From an optimization exercise on the open Yosys and OpenROAD flow, aimed at small area and a short achievable clock period; shortcuts taken in it are not production practice. Where RTL was checked, it was by simulation tests only, not by an equivalence proof against the original.

// TLB
module TLB(
    input clk,
    input reset,
    output io_req_ready,
    input  io_req_valid,
    input [6:0] io_req_bits_asid,
    input [27:0] io_req_bits_vpn,
    input  io_req_bits_passthrough,
    input  io_req_bits_instruction,
    input  io_req_bits_store,
    output io_resp_miss,
    output[19:0] io_resp_ppn,
    output io_resp_xcpt_ld,
    output io_resp_xcpt_st,
    output io_resp_xcpt_if,
    output[7:0] io_resp_hit_idx,
    input  io_ptw_req_ready,
    output io_ptw_req_valid,
    output[26:0] io_ptw_req_bits_addr,
    output[1:0] io_ptw_req_bits_prv,
    output io_ptw_req_bits_store,
    output io_ptw_req_bits_fetch,
    input  io_ptw_resp_valid,
    input  io_ptw_resp_bits_error,
    input [19:0] io_ptw_resp_bits_pte_ppn,
    input [2:0] io_ptw_resp_bits_pte_reserved_for_software,
    input  io_ptw_resp_bits_pte_d,
    input  io_ptw_resp_bits_pte_r,
    input [3:0] io_ptw_resp_bits_pte_typ,
    input  io_ptw_resp_bits_pte_v,
    input  io_ptw_status_sd,
    input [30:0] io_ptw_status_zero2,
    input  io_ptw_status_sd_rv32,
    input [8:0] io_ptw_status_zero1,
    input [4:0] io_ptw_status_vm,
    input  io_ptw_status_mprv,
    input [1:0] io_ptw_status_xs,
    input [1:0] io_ptw_status_fs,
    input [1:0] io_ptw_status_prv3,
    input  io_ptw_status_ie3,
    input [1:0] io_ptw_status_prv2,
    input  io_ptw_status_ie2,
    input [1:0] io_ptw_status_prv1,
    input  io_ptw_status_ie1,
    input [1:0] io_ptw_status_prv,
    input  io_ptw_status_ie,
    input  io_ptw_invalidate
);
clock: 6.5 ns
lec_check: 0
cap_margin: 20
core_margin: 2
core_utilization: 40
cts_buf_list: sky130_fd_sc_hd__clkbuf_8 sky130_fd_sc_hd__clkbuf_16
cts_cluster_diameter: 100
cts_cluster_size: 20
setup_slack_margin: 2.8
slew_margin: 20
synth_hierarchical: 1
run.sh (not shown) runs the stock make flow with config.mk's settings and CLKGATE_MAP_FILE= SYNTH_SCRIPT=/design/flow/synth_recipe.tcl, a recipe that flattens the netlist after the stock synthesis.
Change:
--- a/flow/design.v
+++ b/flow/design.v
@@ -68,16 +68,15 @@
             .prv_hi(io_ptw_status_prv[1]), .y(vm_a));
   g_vm vm2 (.vm3(io_ptw_status_vm[3]), .pt(io_req_bits_passthrough), .mprv(io_ptw_status_mprv),
             .instr(io_req_bits_instruction), .prv1_hi(io_ptw_status_prv1[1]),
             .prv_hi(io_ptw_status_prv[1]), .y(vm_b));
   wire bad_va = io_req_bits_vpn[27] ^ io_req_bits_vpn[26];
   wire [32:0] key = {io_req_bits_asid[5:0], io_req_bits_vpn[26:0]};
   wire [7:0] hits;        
-  wire [7:0] vhits;       
-  wire [7:0] vhits_b;     
+  wire [7:0] vh [0:3];
   wire [7:0] dmiss;       
   wire [7:0] e_ld, e_st, e_if;
   wire [7:0] errv;
   wire nvm = ~vm_on;
   genvar i, b;
   generate
     for (i = 0; i < 8; i = i + 1) begin : ent
@@ -100,34 +99,36 @@
       end
       g_nand3 n8 (.a(m[32]), .b(m[33]), .c(m[34]), .y(gn[8]));
       wire [2:0] h;
       for (b = 0; b < 3; b = b + 1) begin : l2
         g_nor3 o (.a(gn[3*b]), .b(gn[3*b+1]), .c(gn[3*b+2]), .y(h[b]));
       end
       g_and3 ha (.a(h[0]), .b(h[1]), .c(h[2]), .y(hits[i]));
-      g_and4 hv (.a(h[0]), .b(h[1]), .c(h[2]), .d(vm_a), .y(vhits[i]));
-      g_and4 hw (.a(h[0]), .b(h[1]), .c(h[2]), .d(vm_b), .y(vhits_b[i]));
+      g_and4 hv0 (.a(h[0]), .b(h[1]), .c(h[2]), .d(vm_a), .y(vh[0][i]));
+      g_and4 hv1 (.a(h[0]), .b(h[1]), .c(h[2]), .d(vm_a), .y(vh[1][i]));
+      g_and4 hv2 (.a(h[0]), .b(h[1]), .c(h[2]), .d(vm_b), .y(vh[2][i]));
+      g_and4 hv3 (.a(h[0]), .b(h[1]), .c(h[2]), .d(vm_b), .y(vh[3][i]));
     end
   endgenerate
   wire [7:0] ndm = ~dmiss;
   wire [19:0] va = io_req_bits_vpn[19:0];
   wire va_rx = (va[19:18] == 2'b00);
   wire va_r  = (va[19:3] == 17'h08000);
   wire va_rw = (va >= 20'h40008) & (va <= 20'h40010);
   wire c_ld = bad_va | (nvm & ~(va_rx | va_r | va_rw));
   wire c_st = bad_va | (nvm & ~(va_rx | va_rw));
   wire c_if = bad_va | (nvm & ~va_rx);
   wire c_miss = nvm | bad_va;
-  g_sel8c s_ld (.s(vhits), .d(e_ld), .c(c_ld), .y(io_resp_xcpt_ld));
-  g_sel8c s_st (.s(vhits), .d(e_st), .c(c_st), .y(io_resp_xcpt_st));
-  g_sel8c s_if (.s(vhits_b), .d(e_if), .c(c_if), .y(io_resp_xcpt_if));
-  g_sel8cn s_m (.s(vhits_b), .d(ndm), .c(c_miss), .y(io_resp_miss));
+  g_sel8c s_ld (.s(vh[0]), .d(e_ld), .c(c_ld), .y(io_resp_xcpt_ld));
+  g_sel8c s_st (.s(vh[1]), .d(e_st), .c(c_st), .y(io_resp_xcpt_st));
+  g_sel8c s_if (.s(vh[2]), .d(e_if), .c(c_if), .y(io_resp_xcpt_if));
+  g_sel8cn s_m (.s(vh[3]), .d(ndm), .c(c_miss), .y(io_resp_miss));
   generate
     for (b = 0; b < 20; b = b + 1) begin : pb
-      g_sel8c s (.s(b < 10 ? vhits : vhits_b),
+      g_sel8c s (.s(vh[b / 5]),
                  .d({ppn[7][b], ppn[6][b], ppn[5][b], ppn[4][b],
                      ppn[3][b], ppn[2][b], ppn[1][b], ppn[0][b]}),
                  .c(nvm & va[b]), .y(io_resp_ppn[b]));
     end
   endgenerate
   wire tlb_hit = vm_on & |(hits & ndm);
   assign io_resp_hit_idx = hits;
Cell count drops by 0.37%.
Hold slack is worse by 0.019 ns.
Critical path depth is lower by 2.
Setup slack gains 0.0062 ns.
First-iteration DRC count rises by 4.9%.
Die area came out higher by 0.75%.
Maximum frequency hardly moves.
Area after synthesis is higher by 0.76%.
Non-clock buffer count is lower by 28.
Only the layout flow was run in the second run of this note; the RTL was not checked for function there.

-- afterwards: timing with drivers on the ports --
How much do the figures lean on ideal ports? The routed layouts below were timed once more, with nothing changed but the port constraints.
Step 1 (the two cells are an assumption about what drives the block):
set clk [get_ports {clk}]
set_driving_cell -lib_cell sky130_fd_sc_hd__clkbuf_16 $clk
set_driving_cell -lib_cell sky130_fd_sc_hd__buf_2 [delete_from_list [all_inputs] $clk]
Step 2 also shifts input and output timing later by t, the mid clock arrival at the registers, as if the neighbouring blocks saw the same clock.
Slacks: ideal ports / drivers / drivers and shift; pairs: ideal ports / drivers.
| run | t, ns | slack for setup (ns) | worst setup path at the end | cell pins on the clock port's net |
|---|---|---|---|---|
| the first run | 0.643 | 1.924 / 1.839 / 1.839 | input to output | 1 |
| the second run | 0.657 | 1.930 / 1.884 / 1.884 | input to output | 1 |
After both steps setup and hold are still met in every run listed. For the first run, which loses most, drivers alone change the setup slack by -0.085 ns; drivers and shift together by -0.085 ns.
